This is an optimization exercise on Yosys and OpenROAD, whose aim is small area, a short achievable clock period and few clock cycles per item, not a production implementation.
Where RTL was checked, it was by simulation tests only, not by an equivalence proof against the original.
For runs 3 to 5, only the layout was checked, not whether the RTL still works.

<file path="flow/config.mk">
export PLATFORM = sky130hd
export DESIGN_NAME = fpga_gf2m
export DESIGN_NICKNAME = fpga_gf2m
export VERILOG_FILES = /design/flow/design.v
export SDC_FILE = /design/flow/constraint.sdc
export NUM_CORES = 8
export LEC_CHECK = 0
export CAP_MARGIN = 20
export CORE_MARGIN = 2
export CORE_UTILIZATION = 45
export CTS_CLUSTER_DIAMETER = 80
export CTS_CLUSTER_SIZE = 20
export SLEW_MARGIN = 20
export SETUP_SLACK_MARGIN = 10.3
export BUFFER_PORTS_ARGS = -buffer_cell sky130_fd_sc_hd__buf_2
</file>
<file path="flow/constraint.sdc">
create_clock -name core_clock -period 14.5 [get_ports {clk}]
set_input_delay 2.9000 -clock core_clock [delete_from_list [all_inputs] [get_ports {clk}]]
set_output_delay 2.9000 -clock core_clock [all_outputs]
set_load 0.01 [all_outputs]
</file>
<file path="flow/design.v">
module mu_calc
#(
	parameter W = 163,
	parameter D = 20
)(
	input wire [W-1:0] g,
	output wire [D:0] mu
);
localparam N = D + 1;            
localparam integer STEPS = (N > 1 ? 1 : 0) + (N > 2 ? 1 : 0) + (N > 4 ? 1 : 0) + (N > 8 ? 1 : 0) + (N > 16 ? 1 : 0) + (N > 32 ? 1 : 0) + (N > 64 ? 1 : 0) + (N > 128 ? 1 : 0);
wire [N-1:0] fx;                 
assign fx[0] = 1'b1;
genvar i, k, st;
generate
	for (i = 1; i < N; i = i + 1) begin : fc
		assign fx[i] = g[W-i];
	end
	for (st = 0; st <= STEPS; st = st + 1) begin : nw
		wire [N-1:0] s;
		if (st == 0) begin : init
			assign s = {{(N-1){1'b0}}, 1'b1};
		end else begin : step
			for (k = 0; k < N; k = k + 1) begin : sk
				if (k < (1 << st)) begin : ex
					wire [k/2:0] terms;
					for (i = 0; i <= k / 2; i = i + 1) begin : ti
						if (i == 0)
							assign terms[i] = fx[k];
						else
							assign terms[i] = nw[st-1].s[i] & fx[k-2*i];
					end
					assign s[k] = ^terms;
				end else begin : nx
					assign s[k] = 1'b0;
				end
			end
		end
	end
	for (k = 0; k <= D; k = k + 1) begin : mb
		assign mu[D-k] = nw[STEPS].s[k];
	end
endgenerate
endmodule
module barrett_step
#(
	parameter W = 163,
	parameter D = 20
)(
	input wire [W-1:0] t,
	input wire [W-1:0] a,
	input wire [W-1:0] g,
	input wire [D-1:0] bd,
	input wire [D-1:0] uh,
	input wire [D-1:0] nxt_h,
	input wire [D:0] mu,
	output wire [W-1:0] v,
	output wire [D-1:0] uh_nxt
);
wire [D-1:0] q;
genvar i, k, j;
generate
	for (i = 0; i < D; i = i + 1) begin : qbit
		wire [D-1-i:0] terms;
		for (k = i; k < D; k = k + 1) begin : tk
			assign terms[k-i] = uh[k] & mu[D+i-k];
		end
		assign q[i] = ^terms;
	end
	localparam NB = (W + D - 1) / D;
	wire [NB*D-1:0] a_pad = {{(NB*D-W){1'b0}}, a};
	wire [(NB+1)*D-1:0] ab_part [0:NB-1];
	for (k = 0; k < NB; k = k + 1) begin : blk
		wire [2*D-2:0] p;
		kmul #(.N(D)) km (.x(a_pad[k*D +: D]), .y(bd), .p(p));
		if (k == 0) begin : first
			assign ab_part[k] = {{(NB*D-2*D+D+1){1'b0}}, p};
		end else begin : next
			assign ab_part[k] = ab_part[k-1] ^ ({{((NB+1)*D-2*D+1){1'b0}}, p} << (k*D));
		end
	end
	wire [(NB+1)*D-1:0] ab = ab_part[NB-1];
	localparam HD = D / 2;                  
	localparam HW = (W + 1) / 2;            
	wire [HD-1:0] q0, q1, qs;
	wire [HW-1:0] g0, g1, gs;
	for (k = 0; k < HD; k = k + 1) begin : qh
		assign q0[k] = q[2*k];
		assign q1[k] = q[2*k+1];
		assign qs[k] = q[2*k] ^ q[2*k+1];
	end
	for (k = 0; k < HW; k = k + 1) begin : gh
		assign g0[k] = g[2*k];
		if (2 * k + 1 < W) begin : odd
			assign g1[k] = g[2*k+1];
		end else begin : none
			assign g1[k] = 1'b0;
		end
		assign gs[k] = g0[k] ^ g1[k];
	end
	wire [HW-1:0] pa, pb, pm;
	for (j = 0; j < HW; j = j + 1) begin : ffa
		localparam N = (j + 1 < HD) ? j + 1 : HD;
		wire [N-1:0] ta, tb, tm;
		for (k = 0; k < N; k = k + 1) begin : tk
			assign ta[k] = q0[k] & g0[j-k];
			assign tb[k] = q1[k] & g1[j-k];
			assign tm[k] = qs[k] & gs[j-k];
		end
		assign pa[j] = ^ta;
		assign pb[j] = ^tb;
		assign pm[j] = ^tm;
	end
	for (j = 0; j < W; j = j + 1) begin : col
		wire early;
		if (j >= D)
			assign early = t[j-D] ^ ab[j];
		else
			assign early = ab[j];
		wire late;
		if (j % 2 == 0) begin : ev
			if (j == 0)
				assign late = pa[0];
			else
				assign late = pb[j/2-1] ^ pa[j/2];
		end else begin : od
			assign late = pa[j/2] ^ pb[j/2] ^ pm[j/2];
		end
		assign v[j] = early ^ late;
		if (j >= W - D) begin : top
			assign uh_nxt[j-(W-D)] = (early ^ nxt_h[j-(W-D)]) ^ late;
		end
	end
endgenerate
endmodule
module digit_high
#(
	parameter W = 163,
	parameter D = 20
)(
	input wire [W-1:0] a,
	input wire [D-1:0] bd,
	output wire [D-1:0] h
);
genvar i, k;
generate
	for (i = 0; i < D; i = i + 1) begin : hb
		if (i == D - 1) begin : top
			assign h[i] = 1'b0;
		end else begin : mid
			wire [D-2-i:0] terms;
			for (k = i + 1; k < D; k = k + 1) begin : tk
				assign terms[k-i-1] = bd[k] & a[W+i-k];
			end
			assign h[i] = ^terms;
		end
	end
endgenerate
endmodule
module kmul
#(
	parameter N = 20
)(
	input wire [N-1:0] x,
	input wire [N-1:0] y,
	output wire [2*N-2:0] p
);
genvar i, k;
generate
	if (N <= 5 || N % 2) begin : school
		for (k = 0; k < 2 * N - 1; k = k + 1) begin : pk
			localparam LO = (k < N) ? 0 : k - N + 1;
			localparam HI = (k < N) ? k : N - 1;
			wire [HI-LO:0] terms;
			for (i = LO; i <= HI; i = i + 1) begin : ti
				assign terms[i-LO] = x[i] & y[k-i];
			end
			assign p[k] = ^terms;
		end
	end else begin : kara
		localparam H = N / 2;
		wire [2*H-2:0] pl, ph, pm;
		kmul #(.N(H)) ml (.x(x[H-1:0]), .y(y[H-1:0]), .p(pl));
		kmul #(.N(H)) mh (.x(x[N-1:H]), .y(y[N-1:H]), .p(ph));
		kmul #(.N(H)) mm (.x(x[H-1:0] ^ x[N-1:H]), .y(y[H-1:0] ^ y[N-1:H]), .p(pm));
		wire [2*H-2:0] mid = pm ^ pl ^ ph;
		assign p = {ph, 1'b0, pl} ^ ({{(2*N-1-(2*H-1)){1'b0}}, mid} << H);
	end
endgenerate
endmodule
module fpga_gf2m
#(
	parameter DIGITAL = 20,
	parameter DATA_WIDTH = 163
)(
	input clk,     
	input rst,   
	input wire start,
	input wire [DATA_WIDTH - 1 : 0] a,
	input wire [DATA_WIDTH - 1 : 0] g,
	input wire [191:0] b,
	output reg [DATA_WIDTH - 1 : 0] t_i_j,
	output reg done
);
localparam W = DATA_WIDTH;
localparam D = DIGITAL;
localparam K = (W - 1) / D + 1;              
localparam F = W - (K - 1) * D;              
localparam BW = K * D;                       
reg busy;
reg first;
reg [5:0] counter;
reg [W-1:0] reg_a;
reg [W-1:0] reg_g;
reg [BW-1:0] reg_b;
reg [D-1:0] uh;          
reg [D:0] mu;
wire accept = start & ~busy;
wire [D-1:0] cur_digit = reg_b[BW-1 -: D];
wire [D-1:0] nxt_digit = reg_b[BW-1-D -: D];
wire [D-1:0] first_digit = {{(D-F){1'b0}}, b[W-1 -: F]};
wire [W-1:0] next_t;
wire [D-1:0] nxt_pre_h;
wire [D-1:0] nxt_uh;
wire [D-1:0] first_pre_h;
wire [D:0] mu_full;
wire [D:0] mu_first;
barrett_step #(.W(W), .D(D)) step (
	.t(t_i_j),
	.a(reg_a),
	.g(reg_g),
	.bd(cur_digit),
	.uh(uh),
	.nxt_h(nxt_pre_h),
	.uh_nxt(nxt_uh),
	.mu(mu),
	.v(next_t)
);
digit_high #(.W(W), .D(D)) hi_next (
	.a(reg_a),
	.bd(nxt_digit),
	.h(nxt_pre_h)
);
digit_high #(.W(W), .D(D)) hi_first (
	.a(a),
	.bd(first_digit),
	.h(first_pre_h)
);
mu_calc #(.W(W), .D(D)) mu_now (
	.g(reg_g),
	.mu(mu_full)
);
mu_calc #(.W(W), .D(F)) mu_in (
	.g(g),
	.mu(mu_first[D:D-F])
);
assign mu_first[D-F-1:0] = {(D-F){1'b0}};
always @(posedge clk or negedge rst) begin : proc_ctrl
	if (~rst) begin
		busy <= 1'b0;
		first <= 1'b0;
		done <= 1'b0;
		counter <= 6'd0;
	end else if (accept) begin
		busy <= 1'b1;
		first <= 1'b1;
		done <= 1'b0;
		counter <= 6'd0;
	end else if (busy) begin
		first <= 1'b0;
		counter <= counter + 1'b1;
		if (counter == K - 1) begin
			busy <= 1'b0;
			done <= 1'b1;
		end
	end
end
always @(posedge clk) begin : proc_operands
	if (~busy) begin
		reg_a <= a;
		reg_g <= g;
		reg_b <= {{(BW-W){1'b0}}, b[W-1:0]};
		uh <= first_pre_h;
		mu <= mu_first;
	end else begin
		reg_b <= reg_b << D;
		uh <= nxt_uh;
		if (first)
			mu <= mu_full;
	end
end
always @(posedge clk) begin : proc_t_i_j
	if (accept)
		t_i_j <= {W{1'b0}};
	else if (busy)
		t_i_j <= next_t;
end
endmodule
</file>
<file path="flow/flow/run.sh">
#!/bin/bash
# Standard ORFS layout (the standard.sh), with repair_timing asked to
# aim for extra setup slack and smaller port buffers.
cat >> config.mk <<'EOC'
export SETUP_SLACK_MARGIN = 10.3
export BUFFER_PORTS_ARGS = -buffer_cell sky130_fd_sc_hd__buf_2
EOC
bash standard.sh > standard.log 2>&1
</file>
<file path="flow/standard.sh">
#!/bin/bash
# synth_recipe.tcl (not shown) runs the flow's synth.tcl, then flattens the netlist and writes it again
# the make line also repeats each setting of config.mk as NAME=value (left out here)
make -C /OpenROAD-flow-scripts/flow DESIGN_CONFIG=/design/flow/config.mk WORK_HOME=/design/flow/orfs CLKGATE_MAP_FILE= SYNTH_SCRIPT=/design/flow/synth_recipe.tcl "${@:-finish}"
</file>
==> flow_summary.json, run 1 <==
{
  "status": "finished clean",
  "seqCellArea_mm2": 0.01827,
  "synth-edff-count": 329,
  "rsz0062_at_grt": "true",
  "vias": 84210,
  "avgViaCountPerCell": 5.524,
  "syn-instance-count": 12220,
  "grt_antenna_before_repair": 4,
  "end_kind": "flip-flop",
  "ios": 685,
  "tns_ns": 0,
  "hold_path_class": "reg -> reg",
  "dp_hpwl_um": 277100,
  "crit_arrival_ns": 4.99,
  "fin_crit_ns": 4.296,
  "multi_input_area_mm2": 0.07396,
  "grt_pass1_vias": 78100,
  "slowest_delay_ns": 0.68,
  "yosysSeqAreaShare_pct": 18.98,
  "grt_start_max_net_pins": 185,
  "path_cells": "buf_12 -> nand2_1 -> xnor2_1 -> xnor3_4 -> buf_4 -> buf_8 -> nand2_1 -> xnor2_1 -> xnor2_1 -> xnor2_2 -> buf_4 -> xor2_1 -> xnor2_2 -> a22o_1",
  "syn_nets": 12750,
  "die_h_um": 459.2,
  "synthMuxAreaShare_pct": 2.031,
  "postLayoutCoreUtil_pct": 51.61,
  "fillers": 19590,
  "rows": 167,
  "cp_max_fo": 51,
  "startpoint_type": "flip-flop",
  "hold_ws_ns": 0.4460,
  "die_width_um": 459.2,
  "synthXorXnorAreaFrac_pct": 52.89,
  "maxCapViolCount": 0,
  "ys_seq_elements": 717,
  "gp_congestion": 0.9916,
  "root_buffer": "clkbuf_16",
  "slew_viol_final": 0,
  "setup-violations-final": 0,
  "ys.flop_type": "dfxtp_1",
  "clk-insertion-delay-late_ns": 0.77,
  "cp_slowest_cell": "xnor2_1",
  "grt_pass1_wl_um": 551300,
  "synth_compound_area_share_pct": 1.808,
  "syn_to_final_growth_pct": 14.29,
  "clock_sinks": 717,
  "wl_per_cell_um": 25.65,
  "finish.net_count": 13020,
  "initial_core_util_pct": 45.16,
  "grt_overflow_total": 0,
  "yosysTopAreaCell": "xnor2_1",
  "cts_tree": "yes",
  "hold_viol": 0,
  "cts_max_level": 3,
  "wl_um": 390900,
  "synthSimpleGateAreaFrac_pct": 20.00,
  "path_common_cell": "xnor2_1",
  "worstSetupPathType": "reg -> reg",
  "cts_buffers": 66,
  "die_area_mm2": 0.2108,
  "synth_common_cells": "4364 x xnor2_1, 2993 x nand2_1, 1648 x nor2_1",
  "critical_path_required_ns": 15.20,
  "first_pass_iters": 8,
  "yosys_warnings": 2,
  "ys_top_cells_by_area": "xnor2_1 41%, nand2_1 12%, edfxtp_1 11%, dfxtp_1 8.1%, xor2_1 6.8%",
  "drive_gt1_share_pct": 14.75,
  "synth_cell_types": 49,
  "netlist.area_leader.share_pct": 41.00,
  "clkTransAtPathRegs_ns": 0.08,
  "max_freq_mhz": 232.8,
  "coreArea_mm2": 0.2064,
  "synth-async-reset-ratio_pct": 1.255,
  "syn_area_mm2": 0.09323,
  "final_antenna_net_count": 0,
  "path_buf_inv": 4,
  "slew_headroom_pct": 23.79,
  "portBuffers": 655,
  "finalClockSkew_ns": 0.03455,
  "worst_pin_slew_ns": 1.135,
  "yosysMostFrequentCell": "xnor2_1",
  "synth_top_family_by_area": "XOR/XNOR gates",
  "cpLargestDelayFamily": "XOR/XNOR gates",
  "clk_path_buf_depth": 3,
  "grt_usage_pct": 35.26,
  "synth_adder_area_share_pct": 0.09395,
  "postSynthAreaPerCell_um2": 7.628,
  "drc": 0,
  "timing.final.crit_share_pct": 29.63,
  "drtIter0Drc": 11550
}
state kept, by name, indices dropped and copies added, names as in the netlist:
signal   cells
reg_b      180
reg_a      163
reg_g      163
t_i_j      163
uh          20
mu          19
counter      6
busy         1
done         1
first        1
kinds of logic after synthesis:
group                      Yosys count
muxes                              170
DFF                                717
AOI/OAI and AO/OA                  259
adders and majority gates            7
buffers and inverters              929
xor gates and xnor gates          5304
and+or+nand+nor                   4836
cell type report:
class                           instances  share of cell area [%]
Timing Repair Buffer                 1108                   8.056
Multi-Input combinational cell      10590                   69.42
Clock buffer                           72                   1.601
Clock inverter                         44                  0.5543
Antenna cell                            3                0.007046
Inverter                               10                 0.04228
Sequential cell                       717                   17.15
Tap cell                             2704                   3.175
layer usage:
layer	GRT usage (%)	routed length [um]
met2	50.68	160400
met1	50.85	163900
met4	11.88	17020
met5	0	7
met3	8.787	49620
placed cells by master (no fill, tap or decap), drive strengths merged, types with 21 or more instances in the layout:
cell,netlist,routed
a22o,58,58
and2,21,21
buf,442,1089
clkbuf,477,91
dfxtp,379,379
edfxtp,329,329
inv,10,38
mux2,153,153
nand2,2993,2993
nand2b,30,30
nor2,1648,1648
nor2b,116,116
o21ai,101,101
o22ai,34,34
xnor2,4384,4385
xnor3,190,197
xor2,725,725
path summary, 6_finish.rpt:
path / to / slack (ns) / from / depth (start not counted)
max: t_i_j[55] / 10.20 / mu[17] / 14
min: reg_b[118] / 0.45 / reg_b[98] / 1
max reg2reg: t_i_j[55] / 10.20 / mu[17] / 14
min reg2reg: reg_b[118] / 0.45 / reg_b[98] / 1
max in group asynchronous: busy / 12.33 / rst / 1
min in group asynchronous: counter[0] / 1.97 / rst / 1
what timing repair did:
| action | 4_1_cts | 5_1_grt |
|---|---|---|
| hold buffers | 0 | 0 |
| cloned | 6 | 15 |
| endpoints found under the setup margin | 334 | 239 |
| setup buffers | 179 | 50 |
| gates resized for setup | 751 | 184 |
| pin swaps | 22 | 32 |
metrics by stage:
| stage | cell area [um^2] | setup WS, ns | std cells |
|---|---|---|---|
| global placement | 98040 | 9.007 | 14880 |
| finish | 106500 | 10.20 | 15240 |
| CTS | 104700 | 10.23 | 15180 |
| detailed placement | 98040 | 8.909 | 14880 |
| floorplan | 93230 | 10.33 | 12220 |
| global route | 106500 | 10.22 | 15240 |
Testbench counts, summed over its fixed seeds: cycles 7,680, items 768.
==> run 2, diff against run 1 <==
--- a/flow/config.mk
+++ b/flow/config.mk
@@ -8,5 +8,5 @@
 export CAP_MARGIN = 20
 export CORE_MARGIN = 2
-export CORE_UTILIZATION = 45
+export CORE_UTILIZATION = 40
 export CTS_CLUSTER_DIAMETER = 80
 export CTS_CLUSTER_SIZE = 20
==> flow_summary.json, run 2 <==
{
  "status": "finished clean",
  "startpoint_type": "flip-flop",
  "critical_path_required_ns": 11.60,
  "wl_per_cell_um": 24.48,
  "drtIter0Drc": 8399,
  "maxCapViolCount": 0,
  "syn_area_mm2": 0.09323,
  "cp_slowest_cell": "dfxtp_4",
  "synth_cell_types": 49,
  "hold_path_class": "reg -> reg",
  "yosysTopAreaCell": "xnor2_1",
  "path_cells": "buf_6",
  "yosysSeqAreaShare_pct": 18.98,
  "grt_antenna_before_repair": 16,
  "clkTransAtPathRegs_ns": 0.08,
  "cts_buffers": 73,
  "cpLargestDelayFamily": "flip-flops",
  "vias": 81170,
  "max_freq_mhz": 235.5,
  "worst_pin_slew_ns": 1.192,
  "grt_usage_pct": 30.88,
  "layout_common_cells": "4196 x xnor2_1, 2992 x nand2_1, 1646 x nor2_1",
  "tns_ns": 0,
  "worstSetupPathType": "reg -> out",
  "grt_overflow_total": 0,
  "ys_seq_elements": 717,
  "setup-violations-final": 0,
  "grt_start_max_net_pins": 112,
  "clk_path_buf_depth": 3,
  "dp.cells": 15220,
  "avgViaCountPerCell": 5.226,
  "gp_congestion": 0.9642,
  "ys.flop_type": "dfxtp_1",
  "instances_no_fill": 15530,
  "finalClockSkew_ns": 0.06463,
  "synth_common_cells": "4364 x xnor2_1, 2993 x nand2_1, 1648 x nor2_1",
  "syn_nets": 12750,
  "grt_pass1_wl_um": 541700,
  "portBuffers": 655,
  "end_kind": "output port",
  "die_width_um": 486.8,
  "fillers": 23210,
  "ys_top_cells_by_area": "xnor2_1 41%, nand2_1 12%, edfxtp_1 11%, dfxtp_1 8.1%, xor2_1 6.8%",
  "first_pass_iters": 7,
  "netlist.area_leader.share_pct": 41.00,
  "top_register": "reg_b",
  "crit_arrival_ns": 1.35,
  "slew_viol_final": 0,
  "timing.final.crit_share_pct": 29.29,
  "cts_tree": "yes",
  "rows": 177,
  "syn-instance-count": 12220,
  "final_antenna_net_count": 0,
  "cp_max_fo": 2,
  "finish.net_count": 12950,
  "wl_um": 380300,
  "coreArea_mm2": 0.2321,
  "initial_core_util_pct": 40.17,
  "synth-async-reset-ratio_pct": 1.255,
  "slowest_delay_ns": 0.42,
  "grt_pass1_vias": 76210,
  "postSynthAreaPerCell_um2": 7.628,
  "rsz0062_at_grt": "true",
  "synth-edff-count": 329,
  "clk-insertion-delay-late_ns": 0.79,
  "yosys_warnings": 2,
  "largest_reg_flops": 180,
  "dp_hpwl_um": 271000,
  "cts_max_level": 3,
  "path_buf_inv": 1,
  "die_area_mm2": 0.2369,
  "drive_gt1_share_pct": 13.97,
  "clock_sinks": 717,
  "syn_to_final_growth_pct": 13.88,
  "holdBufCountCts": 0,
  "ios": 685,
  "fin_crit_ns": 4.246,
  "hold_viol": 0,
  "die_h_um": 486.8,
  "yosysMostFrequentCell": "xnor2_1",
  "root_buffer": "clkbuf_16",
  "drc": 0,
  "slew_headroom_pct": 19.96,
  "final_common_cell": "xnor2_1"
}
-- run 2: cell families after synthesis --
family / after synthesis / synth area share (%)
AOI/OAI and AO/OA: 259 / 1.808
xor gates and xnor gates: 5304 / 52.89
adders and majority gates: 7 / 0.09394
buffers and inverters: 929 / 4.202
DFF: 717 / 18.98
muxes: 170 / 2.031
and+or+nand+nor: 4836 / 20.00
-- run 2: final timing paths --
| check | startpoint | to | slack [ns] | cells after the start |
|---|---|---|---|---|
| max | t_i_j[112] | t_i_j[112] | 10.25 | 1 |
| min | reg_b[6] | reg_b[26] | 0.46 | 1 |
| max reg2reg | mu[16] | uh[0] | 10.31 | 13 |
| min reg2reg | reg_b[6] | reg_b[26] | 0.46 | 1 |
| max in group asynchronous | rst | busy | 12.29 | 1 |
| min in group asynchronous | rst | counter[2] | 2.00 | 1 |
-- run 2: area by class of cell --
cell class	count	area, um^2	share of cell area, %
antenna	6	15.01	0.01414
clock buffer	78	1898	1.788
clock inverter	53	793.3	0.7472
inverter	10	45.04	0.04243
multi-input combinational	10590	73530	69.26
sequential	717	18250	17.19
tap	3043	3807	3.586
timing repair buffer	1039	7826	7.372
-- run 2: what timing repair did --
item | 4_1_cts | 5_1_grt
endpoints found under the setup margin | 324 | 182
gates resized for setup | 704 | 171
pin swaps | 16 | 24
buffers inserted | 121 | 44
gates cloned | 6 | 7
-- run 2: through the flow --
stage / setup WS [ns] / util (%) / hold WS [ns] / instance area, um^2
floorplan: 10.33 / - / 0.4329 / 93230
global placement: 9.048 / 42.43 / 0.4358 / 98470
detailed placement: 9.057 / 42.43 / 0.4394 / 98470
CTS: 10.26 / 45.13 / 0.4509 / 104700
global route: 10.27 / 45.74 / 0.4581 / 106200
finish: 10.25 / 45.74 / 0.4561 / 106200
-- run 2: layer usage --
layer / global-route usage (%) / wire [um]
met2: 49.27 / 169800
met1: 36.22 / 139100
met4: 25.88 / 38620
met5: 0 / 9
met3: 5.253 / 32790
==> run 3, diff against run 2 <==
--- a/flow/design.v
+++ b/flow/design.v
@@ -190,5 +190,5 @@
 module fpga_gf2m
 #(
-	parameter DIGITAL = 20,
+	parameter DIGITAL = 22,
 	parameter DATA_WIDTH = 163
 )(
==> flow_summary.json, run 3 <==
{
  "max_freq_mhz": 233.5,
  "pre_cts_slack_ns": 8.740,
  "yosysTopAreaCell": "xnor2_1",
  "clock_sinks": 717,
  "clkTransAtPathRegs_ns": 0.08,
  "ys_top_cells_by_area": "xnor2_1 41%, nand2_1 15%, edfxtp_1 9.8%, xor2_1 9.2%, dfxtp_1 7.2%",
  "yosysMostFrequentCell": "xnor2_1",
  "slew_headroom_pct": 24.12,
  "synth_cell_types": 41,
  "clk-insertion-delay-late_ns": 0.80,
  "rr_endpoint": "t_i_j[120]",
  "ys_seq_elements": 717,
  "synth_common_cells": "4804 x xnor2_1, 4149 x nand2_1, 1703 x nor2_1",
  "die_area_mm2": 0.2617,
  "ios": 685,
  "hold_path_class": "reg -> reg",
  "ys.flop_type": "dfxtp_1",
  "wl_um": 427400,
  "rows": 186,
  "first_pass_iters": 6,
  "syn_area_mm2": 0.1031,
  "grt_pass1_vias": 83290,
  "grt_usage_pct": 30.75,
  "worst_pin_slew_ns": 1.130,
  "fin_crit_ns": 4.283,
  "grt_pass1_wl_um": 604800,
  "die_width_um": 511.6,
  "critical_path_required_ns": 15.12,
  "cts_tree": "yes",
  "hold_ws_ns": 0.4484,
  "crit_arrival_ns": 4.90,
  "yosysSeqAreaShare_pct": 17.22,
  "slowest_delay_ns": 0.59,
  "path_buf_inv": 4,
  "portBuffers": 655,
  "startpoint_type": "flip-flop",
  "synth-async-reset-ratio_pct": 1.255,
  "r2r-start": "mu[20]",
  "path_cells": "buf_12 -> buf_4 -> nand2_1 -> xor2_1 -> xnor2_1 -> xnor2_2 -> xnor3_4 -> buf_12 -> buf_16 -> nand2_1 -> xor2_1 -> xnor2_1 -> xnor2_2 -> xnor2_1 -> xor2_1 -> o21ai_0",
  "initial_core_util_pct": 40.19,
  "clk_path_buf_depth": 3,
  "coreArea_mm2": 0.2565,
  "layout_common_cells": "4602 x xnor2_1, 4148 x nand2_1, 1702 x nor2_1",
  "grt_start_max_net_pins": 173,
  "fin_ws_ns": 10.22,
  "cts_max_level": 3,
  "syn_to_final_growth_pct": 14.54,
  "syn_nets": 14780,
  "maxCapViolCount": 0,
  "wl_per_cell_um": 23.97,
  "cpLargestDelayFamily": "XOR/XNOR gates",
  "grt_overflow_total": 0,
  "holdPathStages": 1,
  "tns_ns": 0,
  "finalClockSkew_ns": 0.07020,
  "drtIter0Drc": 13370,
  "syn-instance-count": 14250,
  "setup-violations-final": 0,
  "hold_end": "reg_b[22]",
  "crit_cells": 16,
  "root_buffer": "clkbuf_16",
  "largest_reg_flops": 176,
  "holdBufCountCts": 0,
  "yosys_warnings": 2,
  "rsz0062_at_grt": "true",
  "reg2reg_slack_ns": 10.22,
  "end_kind": "flip-flop",
  "worstSetupPathType": "reg -> reg",
  "top_register": "reg_b",
  "holdCritStartpoint": "reg_b[0]",
  "drive_gt1_share_pct": 13.39,
  "cp_slowest_cell": "xnor3_4",
  "reg2regPathDepth": 16,
  "avgViaCountPerCell": 5.282,
  "vias": 94180,
  "postSynthAreaPerCell_um2": 7.235,
  "grt_antenna_before_repair": 49,
  "hold_viol": 0,
  "final_antenna_net_count": 0,
  "netlist.area_leader.share_pct": 40.83,
  "dp_hpwl_um": 285200,
  "slew_viol_final": 0,
  "synth-edff-count": 335,
  "status": "finished clean",
  "final_common_cell": "xnor2_1",
  "timing.final.crit_share_pct": 29.54,
  "gp_congestion": 0.9794,
  "cts_buffers": 75,
  "die_h_um": 511.6,
  "drc": 0,
  "cp_max_fo": 62,
  "finish.net_count": 14910
}
## run 3: changes by cell type in the layout (fill, tap and decap cells not counted), sizes merged, moves of 44 or more
| cell | before | now |
|---|---|---|
| buf | 1029 | 1188 |
| nand2 | 2993 | 4149 |
| nor2 | 1648 | 1703 |
| nor2b | 116 | 40 |
| xnor2 | 4384 | 4808 |
| xnor3 | 197 | 153 |
| xor2 | 725 | 1083 |
## run 3: final cells by class
class | instances | area, um^2
Fill cell | 25300 | 138400
Multi-Input combinational cell | 12360 | 82700
Sequential cell | 717 | 18360
Timing Repair Buffer | 1213 | 9978
Tap cell | 3384 | 4234
Clock buffer | 80 | 1906
Clock inverter | 55 | 799.5
Inverter | 9 | 41.29
Antenna cell | 15 | 37.54
## run 3: how the worst max path moves through the flow
stage	start	to	slack [ns]
2_1_floorplan	g[162]	mu[14]	10.43
3_3_place_gp	uh[21]	uh[0]	8.76
3_5_place_dp	uh[21]	uh[0]	8.74
4_1_cts	reg_b[173]	uh[0]	10.16
5_1_grt	mu[20]	t_i_j[120]	10.20
6_report	mu[20]	t_i_j[120]	10.22
## run 3: repair_timing
action | 4_1_cts | 5_1_grt
gates resized for setup | 810 | 201
setup buffers | 180 | 67
setup endpoints to repair | 341 | 188
pin swaps | 19 | 51
gates cloned | 7 | 16
## run 3: through the flow
| step | cells | instance area [um^2] | utilization, % |
|---|---|---|---|
| floorplan | 14250 | 103100 | - |
| global placement | 17410 | 108600 | 42.34 |
| detailed placement | 17410 | 108600 | 42.34 |
| CTS | 17730 | 115900 | 45.18 |
| global route | 17820 | 118000 | 46.02 |
| finish | 17830 | 118000 | 46.03 |
## run 3: per-layer routing
| metal | up-vias | GRT usage (%) | part of all wire (%) |
|---|---|---|---|
| met5 | - | 0 | 0.085 |
| li1 | 42940 | - | - |
| met1 | 44590 | 44.45 | 41 |
| met2 | 5717 | 43.41 | 40 |
| met4 | 62 | 13.01 | 5.7 |
| met3 | 870 | 6.674 | 13 |
## run 3: logic make-up after synthesis
logic type / synth area share (%)
AO/OA/AOI/OAI: 1.210
XOR/XNOR: 53.45
adder cells (fa/ha/maj): 0.1335
buffers and inverters: 4.494
flip-flops: 17.22
multiplexers: 1.691
AND/OR/NAND/NOR: 21.80
## run 3: worst reg2reg max path: stages (launching register included)
cell	delay [ns]
edfxtp_1	0.40
buf_12	0.15
buf_4	0.21
nand2_1	0.09
xor2_1	0.16
xnor2_1	0.26
xnor2_2	0.18
xnor3_4	0.59
buf_12	0.18
buf_16	0.19
nand2_1	0.28
xor2_1	0.20
xnor2_1	0.14
xnor2_2	0.31
xnor2_1	0.23
xor2_1	0.39
o21ai_0	0.14
==> run 4, diff against run 3 <==
--- a/flow/design.v
+++ b/flow/design.v
@@ -99,14 +99,15 @@
 	end
 	wire [HW-1:0] pa, pb, pm;
+	wire [HD+HW-2:0] pa_full, pb_full;
+	conv_ffa1 #(.NQ(HD), .NG(HW)) ca (.q(q0), .g(g0), .p(pa_full));
+	conv_ffa1 #(.NQ(HD), .NG(HW)) cb (.q(q1), .g(g1), .p(pb_full));
+	assign pa = pa_full[HW-1:0];
+	assign pb = pb_full[HW-1:0];
 	for (j = 0; j < HW; j = j + 1) begin : ffa
 		localparam N = (j + 1 < HD) ? j + 1 : HD;
-		wire [N-1:0] ta, tb, tm;
+		wire [N-1:0] tm;
 		for (k = 0; k < N; k = k + 1) begin : tk
-			assign ta[k] = q0[k] & g0[j-k];
-			assign tb[k] = q1[k] & g1[j-k];
 			assign tm[k] = qs[k] & gs[j-k];
 		end
-		assign pa[j] = ^ta;
-		assign pb[j] = ^tb;
 		assign pm[j] = ^tm;
 	end
@@ -188,7 +189,77 @@
 endgenerate
 endmodule
+module conv_ffa1
+#(
+	parameter NQ = 10,
+	parameter NG = 82
+)(
+	input wire [NQ-1:0] q,
+	input wire [NG-1:0] g,
+	output wire [NQ+NG-2:0] p
+);
+localparam HQ = NQ / 2;
+localparam HG = (NG + 1) / 2;
+localparam NP = HQ + HG - 1;
+wire [HQ-1:0] qe, qo;
+wire [HG-1:0] ge, go;
+genvar i, m;
+generate
+	for (i = 0; i < HQ; i = i + 1) begin : qh
+		assign qe[i] = q[2*i];
+		assign qo[i] = q[2*i+1];
+	end
+	for (i = 0; i < HG; i = i + 1) begin : gh
+		assign ge[i] = g[2*i];
+		if (2 * i + 1 < NG) begin : odd
+			assign go[i] = g[2*i+1];
+		end else begin : none
+			assign go[i] = 1'b0;
+		end
+	end
+endgenerate
+wire [NP-1:0] pa, pb, pm;
+conv_sb #(.NQ(HQ), .NG(HG)) sa (.q(qe), .g(ge), .p(pa));
+conv_sb #(.NQ(HQ), .NG(HG)) sb (.q(qo), .g(go), .p(pb));
+conv_sb #(.NQ(HQ), .NG(HG)) sm (.q(qe ^ qo), .g(ge ^ go), .p(pm));
+generate
+	for (m = 0; 2 * m < NQ + NG - 1; m = m + 1) begin : ev
+		if (m == 0) begin : first
+			assign p[0] = pa[0];
+		end else if (m < NP) begin : mid
+			assign p[2*m] = pa[m] ^ pb[m-1];
+		end else begin : last
+			assign p[2*m] = pb[m-1];
+		end
+	end
+	for (m = 0; 2 * m + 1 < NQ + NG - 1; m = m + 1) begin : od
+		assign p[2*m+1] = pa[m] ^ pb[m] ^ pm[m];
+	end
+endgenerate
+endmodule
+module conv_sb
+#(
+	parameter NQ = 5,
+	parameter NG = 41
+)(
+	input wire [NQ-1:0] q,
+	input wire [NG-1:0] g,
+	output wire [NQ+NG-2:0] p
+);
+genvar i, k;
+generate
+	for (k = 0; k < NQ + NG - 1; k = k + 1) begin : pk
+		localparam LO = (k < NG) ? 0 : k - NG + 1;
+		localparam HI = (k < NQ) ? k : NQ - 1;
+		wire [HI-LO:0] terms;
+		for (i = LO; i <= HI; i = i + 1) begin : ti
+			assign terms[i-LO] = q[i] & g[k-i];
+		end
+		assign p[k] = ^terms;
+	end
+endgenerate
+endmodule
 module fpga_gf2m
 #(
-	parameter DIGITAL = 22,
+	parameter DIGITAL = 20,
 	parameter DATA_WIDTH = 163
 )(
==> flow_summary.json, run 4 <==
{
  "rr_endpoint": "t_i_j[102]",
  "clk-insertion-delay-late_ns": 0.76,
  "syn_area_mm2": 0.09051,
  "syn_to_final_growth_pct": 17.06,
  "portBuffers": 655,
  "cpLargestDelayFamily": "flip-flops",
  "final_antenna_net_count": 0,
  "grt_usage_pct": 31.81,
  "drtIter0Drc": 12510,
  "dp_hpwl_um": 274200,
  "grt_pass1_vias": 72320,
  "grt_start_max_net_pins": 152,
  "path_cells": "buf_6",
  "vias": 80650,
  "hold_end": "reg_b[122]",
  "tns_ns": 0,
  "largest_reg_flops": 180,
  "gr-usage-met3_pct": 6.933,
  "pre_cts_slack_ns": 8.561,
  "ios": 685,
  "cp_slowest_cell": "dfxtp_4",
  "die_area_mm2": 0.2301,
  "maxCapViolCount": 0,
  "rows": 174,
  "gr-usage-met1_pct": 46.60,
  "clock_sinks": 717,
  "grt_overflow_total": 0,
  "postSynthAreaPerCell_um2": 7.838,
  "clk_path_buf_depth": 3,
  "cts_buffers": 68,
  "holdCritStartpoint": "reg_b[102]",
  "synth_common_cells": "4031 x xnor2_1, 2307 x nand2_1, 2037 x nor2_1",
  "clkTransAtPathRegs_ns": 0.08,
  "end_kind": "output port",
  "fin_crit_ns": 4.213,
  "syn_nets": 12080,
  "slowest_delay_ns": 0.44,
  "synthMuxAreaShare_pct": 2.072,
  "cp_max_fo": 2,
  "synth-edff-count": 329,
  "die_h_um": 479.7,
  "coreArea_mm2": 0.2249,
  "grt_pass1_wl_um": 535100,
  "grt_antenna_before_repair": 41,
  "ys_top_cells_by_area": "xnor2_1 39%, edfxtp_1 11%, nand2_1 9.6%, nor2_1 8.4%, dfxtp_1 8.4%",
  "max_freq_mhz": 237.4,
  "netlist.area_leader.share_pct": 39.01,
  "busiest_layer": "met1",
  "finish.net_count": 12430,
  "r2r-start": "mu[18]",
  "postLayoutCoreUtil_pct": 47.11,
  "cts_tree": "yes",
  "grt_util_met2_pct": 44.51,
  "avgViaCountPerCell": 5.393,
  "layout_common_cells": "3817 x xnor2_1, 2307 x nand2_1, 2032 x nor2_1",
  "status": "finished clean",
  "reg2regPathDepth": 15,
  "timing.final.crit_share_pct": 29.06,
  "hold_path_class": "reg -> reg",
  "rsz0062_at_grt": "true",
  "ys_seq_elements": 717,
  "gp_congestion": 0.9840,
  "drc": 0,
  "critical_path_required_ns": 11.60,
  "synth_top_family_by_area": "XOR/XNOR gates",
  "cts_max_level": 3,
  "slew_headroom_pct": 24.68,
  "synth_compound_area_share_pct": 1.767,
  "synth_adder_area_share_pct": 0.09677,
  "final_common_cell": "xnor2_1",
  "root_buffer": "clkbuf_16",
  "yosysSeqAreaShare_pct": 19.55,
  "top_register": "reg_b",
  "holdBufCountCts": 0,
  "reg2reg_slack_ns": 10.32,
  "worst_pin_slew_ns": 1.122,
  "drive_gt1_share_pct": 15.95,
  "hold_ws_ns": 0.4555,
  "syn-instance-count": 11550,
  "finalClockSkew_ns": 0.03632,
  "yosys_warnings": 2,
  "synthSimpleGateAreaFrac_pct": 18.85,
  "hold_viol": 0,
  "worstSetupPathType": "reg -> out",
  "synthXorXnorAreaFrac_pct": 53.78,
  "yosysTopAreaCell": "xnor2_1",
  "ys.flop_type": "dfxtp_1",
  "synth-async-reset-ratio_pct": 1.255,
  "die_width_um": 479.7,
  "synth_cell_types": 48,
  "fin_ws_ns": 10.29,
  "first_pass_iters": 8,
  "crit_arrival_ns": 1.31,
  "slew_viol_final": 0,
  "path_buf_inv": 1,
  "setup-violations-final": 0,
  "initial_core_util_pct": 40.25,
  "holdPathStages": 1,
  "startpoint_type": "flip-flop",
  "wl_per_cell_um": 26.01,
  "yosysMostFrequentCell": "xnor2_1",
  "wl_um": 388900
}
run 4: changes by cell type in the layout (fill, tap and decap cells not counted), moves of 22 or more:
| cell | delta |
|---|---|
| buf_4 | -80 |
| xnor2_4 | +22 |
| xnor2_1 | -785 |
| buf_6 | -26 |
| xnor3_1 | +153 |
| buf_2 | +35 |
| nand2_1 | -1841 |
| nor2_1 | +330 |
| xor2_1 | -397 |
run 4: metrics by stage:
step | cell area (um^2) | instances
6_report | 106000 | 14950
4_1_cts | 103400 | 14840
2_1_floorplan | 90520 | 11550
3_3_place_gp | 96130 | 14530
3_5_place_dp | 96130 | 14530
5_1_grt | 105900 | 14950
run 4: cell type report:
cell class	instances	area, um^2
Fill cell	21960	118900
Multi-Input combinational cell	9945	71770
Sequential cell	717	18270
Timing Repair Buffer	1151	9669
Tap cell	2992	3744
Clock buffer	75	1758
Clock inverter	45	655.6
Inverter	14	60.06
Antenna cell	15	37.54
run 4: logic make-up (layout without fill, tap and decap cells):
family	after synthesis	in the layout
xor gates and xnor gates	5053	5054
and+or+nand+nor	4464	4464
buffers and inverters	887	1285
DFF	717	717
AOI/OAI and AO/OA	252	252
muxes	168	168
adders and majority gates	7	7
other	0	15
run 4: how the worst max path moves through the flow:
| stage | start | end | slack, ns | depth (start not counted) |
|---|---|---|---|---|
| floorplan | start | t_i_j[100] | 10.65 | 4 |
| global placement | mu[16] | t_i_j[111] | 8.52 | 14 |
| detailed placement | mu[16] | t_i_j[111] | 8.56 | 14 |
| CTS | uh[18] | t_i_j[111] | 10.22 | 16 |
| global route | mu[19] | t_i_j[71] | 10.21 | 16 |
| finish | t_i_j[141] | t_i_j[141] | 10.29 | 1 |
run 4: routing by layer:
metal / part of all wire [%] / vias up / routed length, um
li1: - / 35870 / -
met1: 42 / 38850 / 162900
met2: 40 / 5113 / 157400
met3: 12 / 765 / 47710
met4: 5.3 / 42 / 20690
met5: 0.065 / - / 254
run 4: timing repair:
| action | CTS | global route |
|---|---|---|
| gates cloned | 18 | 21 |
| gates resized for setup | 811 | 243 |
| pin swaps | 34 | 62 |
| setup buffers | 167 | 81 |
| endpoints found under the setup margin | 329 | 149 |
==> run 5, diff against run 4 <==
--- a/flow/design.v
+++ b/flow/design.v
@@ -104,12 +104,7 @@
 	assign pa = pa_full[HW-1:0];
 	assign pb = pb_full[HW-1:0];
-	for (j = 0; j < HW; j = j + 1) begin : ffa
-		localparam N = (j + 1 < HD) ? j + 1 : HD;
-		wire [N-1:0] tm;
-		for (k = 0; k < N; k = k + 1) begin : tk
-			assign tm[k] = qs[k] & gs[j-k];
-		end
-		assign pm[j] = ^tm;
-	end
+	wire [HD+HW-2:0] pm_full;
+	conv_ffa1 #(.NQ(HD), .NG(HW)) cm (.q(qs), .g(gs), .p(pm_full));
+	assign pm = pm_full[HW-1:0];
 	for (j = 0; j < W; j = j + 1) begin : col
 		wire early;
==> flow_summary.json, run 5 <==
{
  "grt_usage_pct": 33.04,
  "clkTransAtPathRegs_ns": 0.08,
  "yosysTopAreaCell": "xnor2_1",
  "grt_antenna_before_repair": 21,
  "synth_cell_types": 55,
  "die_width_um": 474.8,
  "wl_per_cell_um": 27.32,
  "slew_viol_final": 0,
  "holdBufCountCts": 0,
  "gp_congestion": 1.012,
  "ys_seq_elements": 717,
  "drtIter0Drc": 12240,
  "synth-edff-count": 329,
  "final_area_mm2": 0.1090,
  "status": "finished clean",
  "yosys_warnings": 2,
  "coreArea_mm2": 0.2199,
  "tns_ns": 0,
  "hold_path_class": "reg -> reg",
  "ys.flop_type": "dfxtp_1",
  "yosysMostFrequentCell": "xnor2_1",
  "fillers": 20990,
  "clk-insertion-delay-late_ns": 0.80,
  "rows": 172,
  "slew_headroom_pct": 12.77,
  "die_h_um": 474.8,
  "drive_gt1_share_pct": 19.91,
  "fin_ws_ns": 10.20,
  "initial_core_util_pct": 40.31,
  "first_pass_iters": 6,
  "clk_path_buf_depth": 3,
  "rsz0062_at_grt": "true",
  "cts_tree": "yes",
  "synth-async-reset-ratio_pct": 1.255,
  "cp_max_fo": 7,
  "clock_sinks": 717,
  "final_common_cell": "xnor2_1",
  "postSynthAreaPerCell_um2": 7.723,
  "dp_hpwl_um": 278900,
  "pre_cts_slack_ns": 8.628,
  "max_freq_mhz": 232.6,
  "dp.cells": 14390,
  "finish.net_count": 12560,
  "synth_common_cells": "4265 x xnor2_1, 2541 x nand2_1, 1580 x nor2_1",
  "finalClockSkew_ns": 0.07718,
  "hold_viol": 0,
  "crit_arrival_ns": 4.97,
  "final_antenna_net_count": 0,
  "netlist.area_leader.share_pct": 42.14,
  "wl_um": 411100,
  "end_kind": "flip-flop",
  "syn_area_mm2": 0.08865,
  "syn_nets": 12010,
  "cts_buffers": 75,
  "startpoint_type": "flip-flop",
  "critical_path_required_ns": 15.17,
  "worstSetupPathType": "reg -> reg",
  "postLayoutCoreUtil_pct": 49.55,
  "ios": 685,
  "grt_pass1_vias": 71500,
  "setup-violations-final": 0,
  "grt_start_max_net_pins": 100,
  "vias": 82400,
  "portBuffers": 655,
  "ys_top_cells_by_area": "xnor2_1 42%, edfxtp_1 11%, nand2_1 11%, dfxtp_1 8.6%, xor2_1 7.8%",
  "syn_to_final_growth_pct": 22.93,
  "yosysSeqAreaShare_pct": 19.96,
  "worst_pin_slew_ns": 1.299,
  "grt_overflow_total": 0,
  "timing.final.crit_share_pct": 29.65,
  "largest_reg_flops": 180,
  "fin_crit_ns": 4.300,
  "cts_max_level": 3,
  "syn-instance-count": 11480,
  "placed_cell_area_mm2": 0.09397,
  "instances_no_fill": 15050,
  "maxCapViolCount": 0,
  "grt_pass1_wl_um": 537900,
  "layout_common_cells": "3838 x xnor2_1, 2531 x nand2_1, 1565 x nor2_1",
  "avgViaCountPerCell": 5.476,
  "die_area_mm2": 0.2254,
  "top_register": "reg_b",
  "drc": 0,
  "root_buffer": "clkbuf_16"
}
==> run 5: changes by cell type after synthesis, sizes merged, moves of 8 or more <==
| cell | delta |
|---|---|
| nor2b | +11 |
| xor2 | +92 |
| o21ai | -19 |
| nand2 | +234 |
| clkbuf | +46 |
| a21oi | +9 |
| xnor3 | -181 |
| xnor2 | +242 |
| nand2b | +14 |
| nor2 | -454 |
| a22o | +8 |
| buf | -74 |
==> run 5: path summary, 6_finish.rpt <==
check / start / to / slack [ns] / depth (start not counted)
worst max register to register: mu[17] / uh[12] / 10.20 / 19
worst max-delay path: mu[17] / uh[12] / 10.20 / 19
max in group asynchronous: rst / busy / 12.35 / 1
worst min-delay path: reg_b[132] / reg_b[152] / 0.45 / 1
min in group asynchronous: rst / counter[1] / 1.93 / 1
worst min register to register: reg_b[132] / reg_b[152] / 0.45 / 1
==> run 5: cells by family after synthesis <==
logic type      after synthesis  share of synthesized area (%)
flops                       717                          19.96
buf+inv                     854                          3.774
xor+xnor                   5206                          53.68
mux                         167                          2.103
compound gates              258                          1.890
simple gates               4270                          18.49
fa+ha+maj                     7                        0.09879
==> run 5: final cells by class <==
type                    count  area [um^2]  area share [%]
multi-input cells        9909        72330           66.37
flip-flops and latches    717        18240           16.74
repair buffers           1317        11950           10.96
well taps                2958         3701           3.396
clock buffers              79         1902           1.745
clock inverters            57        808.3          0.7417
inverters                   9        46.29         0.04248
diodes                      3        7.507        0.006889
==> run 5: through the flow <==
stage | hold WS, ns
floorplan | 0.4329
global placement | 0.4324
detailed placement | 0.4374
CTS | 0.4516
global route | 0.4581
finish | 0.4519
==> run 5: timing repair <==
action | 4_1_cts | 5_1_grt
pin swaps | 54 | 266
resized for setup | 923 | 504
cloned | 25 | 43
setup endpoints to repair | 413 | 232
buffers inserted | 193 | 255
==> run 5: worst max-delay path, stage by stage (launching register included) <==
cell and delay, ns:
edfxtp_1 0.43, buf_12 0.17, buf_12 0.13, nand2_4 0.06, xor2_2 0.19, xnor2_1 0.15
xnor3_2 0.48, buf_12 0.17, buf_6 0.13, xor2_4 0.23, buf_12 0.15, clkbuf_16 0.17
nand2_1 0.07, xnor2_1 0.19, xnor2_1 0.16, xnor2_1 0.15, xnor2_2 0.36, xor3_2 0.55
xnor2_1 0.15, nor2_1 0.05
==> run 5: routing by layer <==
layer,vias up,GRT usage (%),routed length (um)
met4,14,18.16,34450
met5,-,0,194
met2,5770,47.37,164400
li1,35870,-,-
met3,1337,7.253,54150
met1,39410,45.61,157900

==> port drivers added, routing unchanged <==
In the flow no input, the clock included, has a driving cell. The finished layouts below were timed again as built, in two steps.
Step 1 assumes that a clkbuf_16 drives the clock port and a buf_2 every other input.
Step 2 also shifts input and output timing later by t, the mid clock arrival at the registers, as if the neighbouring blocks saw the same clock.
Three values: ideal ports, drivers, drivers and shift; two values: the first two.
| run | t, ns | setup WS [ns] | hold slack, ns | clock arrival spread, ns | worst slew at a driven data input, ns |
|---|---|---|---|---|---|
| run 1 | 0.843 | 10.204 / 10.170 / 9.525 | 0.446 / 0.446 / 0.446 | 0.043 / 0.043 | 0.09 |
| run 2 | 0.845 | 10.254 / 10.168 / 9.643 | 0.456 / 0.456 / 0.456 | 0.065 / 0.065 | 0.09 |
| run 3 | 0.868 | 10.217 / 10.131 / 9.642 | 0.448 / 0.448 / 0.448 | 0.070 / 0.070 | 0.09 |
| run 4 | 0.838 | 10.287 / 10.191 / 9.984 | 0.455 / 0.455 / 0.455 | 0.036 / 0.036 | 0.15 |
| run 5 | 0.860 | 10.200 / 10.138 / 9.572 | 0.452 / 0.452 / 0.452 | 0.086 / 0.086 | 0.10 |
After both steps every run listed still meets setup and hold. The setup slack of run 1, which loses most, moves by -0.034 ns with the drivers and by -0.679 ns with both steps.
